From an optimization exercise on the open Yosys and OpenROAD flow, aimed at small area, a short achievable clock period and few clock cycles per item; shortcuts taken in it are not production practice. RTL that was checked went through simulation tests only; none was proved equivalent to the original. No functional check of the RTL was part of run 1. Power is estimated from default activity; no workload was simulated.

## flow/design.v (module list and top-level ports; edited modules follow where they fit)
// module SequentialMultiplier128Bit: 1937 lines
module SequentialMultiplier128Bit(
    input [127:0] a,
    input [127:0] b,
    input reset_n,
    input clk,
    output [255:0] p,
    output done
    );
  // ...
==> flow/run.sh <==
#!/bin/bash
# synth_recipe.tcl (not shown) runs the flow's synth.tcl, then flattens the netlist and writes it again
# the make line also repeats each setting of config.mk as NAME=value (left out here)
make -C /OpenROAD-flow-scripts/flow DESIGN_CONFIG=/design/flow/config.mk WORK_HOME=/design/flow/orfs CLKGATE_MAP_FILE= SYNTH_SCRIPT=/design/flow/synth_recipe.tcl finish
==> flow/config.mk <==
export PLATFORM = sky130hd
export DESIGN_NAME = SequentialMultiplier128Bit
export DESIGN_NICKNAME = SequentialMultiplier128Bit
export VERILOG_FILES = /design/flow/design.v
export SDC_FILE = /design/flow/constraint.sdc
export NUM_CORES = 4
export LEC_CHECK = 0
export ABC_CLOCK_PERIOD_IN_PS = 2700
export CAP_MARGIN = 20
export CORE_MARGIN = 2
export CORE_UTILIZATION = 40
export SETUP_SLACK_MARGIN = 2.8
export SLEW_MARGIN = 20
==> flow/constraint.sdc <==
create_clock -name core_clock -period 5.5 [get_ports {clk}]
set_input_delay 1.1000 -clock core_clock [delete_from_list [all_inputs] [get_ports {clk}]]
set_output_delay 1.1000 -clock core_clock [all_outputs]
set_load 0.01 [all_outputs]
==> impl_metrics.ini, run 1 <==
[floorplanning]
core_area_um2 = 111000
rows = 122
ioPinCount = 515
die_area_um2 = 114000

[synth]
synth_edf_count = 128
syn_inst = 4531
synthXorXnorAreaFrac = 0.128
synth_top_area_frac = 0.231
synth_cell_types = 84
synth_compound_area_frac = 0.193

[status]
status = complete, no violations

[detailed_routing]
first_iter_violations = 3216
wl_met2_um = 90300

[setup_path]
path_max_fanout = 4
worstSetupStartpointType = flop
arrival_ns = 4.35

[power]
power_frac_comb = 0.595
seq_power_share = 0.207
p_sw_mw = 7.20
seq_cell_power_mw = 3.64

[sta]
hold_viol = 0
timing.fmax_mhz = 263

[finish]
seq_area_um2 = 10000

[cts]
cts_tree = done
cts.hold.buffers_added = 0
cts_made_buffers = 51
htree_num_levels = 2

[global_route]
grt_max_degree = 128
==> run 2: changes to the inputs <==
--- a/flow/design.v
+++ b/flow/design.v
@@ -1876,21 +1876,18 @@
   assign Sn[135] = fc514;
   assign Cn[135] = hs9;
   assign Sn[136] = hc9;
   assign Cn[136] = nneg[3];
   assign Sn[137] = 1'b1;
   assign Cn[137] = 1'b0;
   assign Sn[138] = 1'b0;
   assign Cn[138] = 1'b0;
-  wire [135:0] X = {S[127:0], Sp} + {C[127:0], Cp, cv[0]} + {135'b0, cv[1]};
-  wire c8 = X[8] ^ S[0] ^ C[0];
-  wire [7:0] Lb = {X[7] ^ n3p, X[6:0]};
-  wire [1:0] cvn = {X[7] & n3p, c8};
-  wire [127:0] H = X[135:8];
+  wire [9:0] L = {2'b00, Sp} + {2'b00, Cp, 1'b0} + {2'b00, n3p, 7'b0} + {8'b0, cv};
+  wire [127:0] H = S[127:0] + C[127:0] + {127'b0, L[8]};
   wire [8:0] wa = ld ? {a[8:1], 1'b0} : {pl[16] & (cnt != 5'd14), pl[15:8]};
   wire [3:0] one_n, two_n, neg_n;
   genvar g;
   generate for (g = 0; g < 4; g = g + 1) begin : bd
     assign neg_n[g] = wa[2*g+2] & ~(wa[2*g+1] & wa[2*g]);
     assign one_n[g] = wa[2*g+1] ^ wa[2*g];
     assign two_n[g] = (wa[2*g+2] & ~wa[2*g+1] & ~wa[2*g]) | (~wa[2*g+2] & wa[2*g+1] & wa[2*g]);
   end endgenerate
@@ -1917,22 +1914,22 @@
       pl <= a;
     end else if (fin) begin
       S <= {3'b0, H};
       C <= 131'd0;
       Sp <= 8'd0;
       Cp <= 7'd0;
       n3p <= 1'b0;
       cv <= 2'd0;
-      if (!done_r) pl <= {Lb, pl[127:8]};
+      if (!done_r) pl <= {L[7:0], pl[127:8]};
     end else begin
       S <= Sn[138:8];
       C <= Cn[138:8];
       Sp <= Sn[7:0];
       Cp <= Cn[7:1];
       n3p <= neg[3];
-      cv <= cvn;
-      pl <= {Lb, pl[127:8]};
+      cv <= L[9:8];
+      pl <= {L[7:0], pl[127:8]};
     end
   end
   assign p = {S[127:0], pl};
   assign done = done_r;
 endmodule
==> flow/config.mk (replaced) <==
export PLATFORM = sky130hd
export DESIGN_NAME = SequentialMultiplier128Bit
export DESIGN_NICKNAME = SequentialMultiplier128Bit
export VERILOG_FILES = /design/flow/design.v
export SDC_FILE = /design/flow/constraint.sdc
export NUM_CORES = 4
export LEC_CHECK = 0
export CAP_MARGIN = 20
export CORE_MARGIN = 2
export CORE_UTILIZATION = 40
export SLEW_MARGIN = 20
==> run 2 against run 1 <==
Compared with the run above:
- count of clock-buffer cells in the layout grew 5
- setup slack lost 1.4 ns
- fmax shrank 27%
- non-clock buffer count shrank 240
- final area shrank 14%
- synthesized area shrank 0.62%
- die area shrank 0.61%
- global-route usage shrank 3.3 points
- sequential power grew 4%
- clock skew grew 0.0033 ns
- flip-flop and latch count is the same
- hold slack gained 0.030 ns
- critical path type unchanged
- critical endpoint is now p[195]
- highest routed layer unchanged
==> impl_metrics.ini, run 2 <==
[setup_path]
arrival_ns = 5.68
max_stage_delay_ns = 0.54
cp_data_required_time_ns = 5.96
rr_endpoint = p[195]
regToRegSetupSlack_ns = 0.28
cp_common_cell = a21oi_2
worstPathCellList = fa_2 > ha_1 > a21o_1 > a21oi_2 > o21bai_1 > a21oi_2 > o21bai_1 > a21oi_2 > xnor2_2 > fa_2 > buf_4 > buf_4 > a31oi_4 > nor3_4 > or4b_4 > a21o_1 > a21oi_2 > buf_6 > o41ai_1 > a21o_1 > a41oi_1 > o21ai_0 > xnor2_1 > o21ai_0
worstSetupStartpointType = flop
slowest_stage = or4b_4
reg2regPathDepth = 24
crit_family = compound AO/OA/AOI/OAI gates
path_max_fanout = 5
path_class = reg -> reg
crit-reg2reg-launch = Sp[1]
critPathBufInv = 3
end_kind = flop

[sta]
slew_viol_final = 0
fin_worst_skew_ns = 0.0579
slew_headroom = 0.210
period_needed_ns = 5.22
finalSetupViolations = 0
hold_viol = 0
timing.final.crit_share = 0.949
worstMarginPinSlew_ns = 1.19
worst_slack_ns = 0.283
setup_tns_ns = 0
timing.fmax_mhz = 192
holdWs_ns = 0.353

[detailed_routing]
dr.pass1.iters = 9
wl_per_cell_um = 27.1
via_per_inst = 5.92
first_iter_violations = 3395
totalWireLength_um = 165000
final_antenna_net_count = 0
dr_total_vias = 36100
route.detailed.drc = 0

[floorplanning]
die_y_um = 337
start_util = 0.402
ioPinCount = 515
rows = 122
core_area_um2 = 110000
die_w_um = 337
die_area_um2 = 113000

[global_route]
grt_first_pass_wirelength_um = 245000
grt_pass1_vias = 36500
track_usage = 0.285
antenna_found_initial = 21
grt_overflow = 0
grt_max_degree = 100

[finish]
fin_area_um2 = 51900
fin_nets = 5484
layout_commonest_cell = xnor2_1
stdcell_count = 6095
top_register = C
drive_gt1_frac = 0.0826
most-common-layout-cells = 594 x xnor2_1, 586 x a22oi_1, 514 x fa_1, 513 x clkdlybuf4s50_1, 277 x dfxtp_1
syn_to_final_growth_pct = 17.1
utilization = 0.470
largest_reg_flops = 130

[power]
power_mw = 16.1
vdd_drop_max_v = 0.000267
leakage_nw = 19.7
power_density_nw_per_um2 = 311

[synth]
synth_top_area_frac = 0.233
synth_largest_area_cell = fa_1
yosys-top-cells-area = fa_1 23%, dfxtp_1 13%, xnor2_1 12%
yosysWarnings = 1
synth_top_cells_by_count = 595 x xnor2_1, 586 x a22oi_1, 517 x fa_1
ys.flop_type = dfxtp_1
synth-seq-area-share = 0.221
synth_edf_count = 128
synth_nets = 5383
synth_cell_types = 75
ys_async_sr_fraction = 0.0142
avgSynthCellArea_um2 = 9.95
ys_ff_latch = 424
syn_inst = 4454
synth.most_common_cell = xnor2_1
netlist_area_um2 = 44300

[place]
place_inst = 5982
dpl_worst_slack_ns = -0.186
dpl_cell_area_um2 = 49800
finalWeightedCongestion = 0.964
dp_hpwl_um = 128000
port_buffers = 514

[cts]
path_clk_slew_ns = 0.06
clock-sinks = 424
cts_made_buffers = 54
clock_path_buffers = 3
cts.hold.buffers_added = 0
worstSkewPairLatency_ns = 0.68
cts-root-buf = clkbuf_16
htree_num_levels = 2
cts_tree = done

[flow_run]
cap_violations = 0

[worst_hold_path]
hold_path.class = in -> async

[status]
status = complete, no violations
run 2: changes by cell type in the layout (fill, tap and decap cells not counted), moves of 84 or more:
cell             before  now
clkdlybuf4s50_1     138  513
fa_1                185  514
fa_2                329    3
dfxtp_1             178  277
dfxtp_2              88    1
a22oi_2             242    0
xnor2_2             133    1
dlygate4sd2_1       219    0
a22oi_1             346  586
o21ai_0              97  219
xnor2_1             470  594
o21ai_1             118    9
clkdlybuf4s15_2      84    0
run 2: logic make-up (layout without fill, tap and decap cells):
| logic type | Yosys count | count (layout) | synth area share |
|---|---|---|---|
| DFF | 424 | 424 | 0.221 |
| xor gates and xnor gates | 646 | 646 | 0.128 |
| and+or+nand+nor | 641 | 641 | 0.0727 |
| other | 0 | 6 | 0 |
| adders and majority gates | 671 | 671 | 0.277 |
| AOI/OAI and AO/OA | 1269 | 1269 | 0.194 |
| muxes | 174 | 174 | 0.0428 |
| buffers and inverters | 629 | 776 | 0.0648 |
run 2: cell type report:
| type | count | area [µm²] |
|---|---|---|
| fill | 10400 | 58500 |
| multi-input combinational | 3401 | 31800 |
| sequential | 424 | 9850 |
| timing repair buffer | 620 | 6230 |
| tap | 1488 | 1860 |
| clock buffer | 68 | 1450 |
| clock inverter | 34 | 423 |
| inverter | 54 | 208 |
| antenna | 6 | 15.0 |
run 2: how the worst max path moves through the flow:
stage / cells past startpoint / startpoint / slack (ns) / endpoint
2_1_floorplan: 23 / Sp[1] / 0.28 / p[248]
3_3_place_gp: 23 / Sp[1] / -0.12 / p[248]
3_5_place_dp: 23 / Sp[1] / -0.19 / p[248]
4_1_cts: 25 / Sp[1] / 0.007 / p[238]
5_1_grt: 24 / Sp[1] / -0.02 / p[252]
6_report: 24 / Sp[1] / 0.28 / p[195]
run 2: repair_timing:
| item | in CTS | in global routing |
|---|---|---|
| pin swaps | 1 | 21 |
| cloned | 0 | 0 |
| endpoints found under the setup margin | 21 | 62 |
| resized for setup | 7 | 25 |
| setup buffers | 0 | 5 |
run 2: power breakdown:
group	internal, mW	switching [mW]
Clock	2.22	1.60
Sequential	3.41	0.392
Combinational	4.00	4.53
run 2: per-layer routing:
| layer | vias up | part of all wire | global-route usage |
|---|---|---|---|
| met5 | - | 0.0011 | 0 |
| met4 | 28 | 0.026 | 0.0775 |
| met3 | 268 | 0.083 | 0.0602 |
| met2 | 1644 | 0.48 | 0.478 |
| met1 | 18400 | 0.40 | 0.373 |
| li1 | 15800 | - | - |
Testbench counts of run 2, summed over its fixed seeds: cycles 6,912, items 384.

## what the ideal ports hide
How much do the figures lean on ideal ports? The routed layouts below were timed once more, with nothing changed but the port constraints.
Step 1, drivers: a clkbuf_16 drives clk and a buf_2 each remaining input, both assumed.
Step 2 moves the port delays by t, midway between the first and last clock arrival at a register: inputs arrive t later, outputs are due t later. That takes back most of the time a late clock gives input paths.
a / b / c = no drivers / after step 1 / after step 2; a / b = the first two.
run | t (ns) | setup WS [ns] | slew at the worst register clock pin (ns)
run 1 | 0.737 | 1.695 / 1.695 / 1.695 | 0.07 / 0.07
run 2 | 0.727 | 0.283 / 0.283 / 0.283 | 0.07 / 0.07
After both steps every run listed still meets setup and hold.
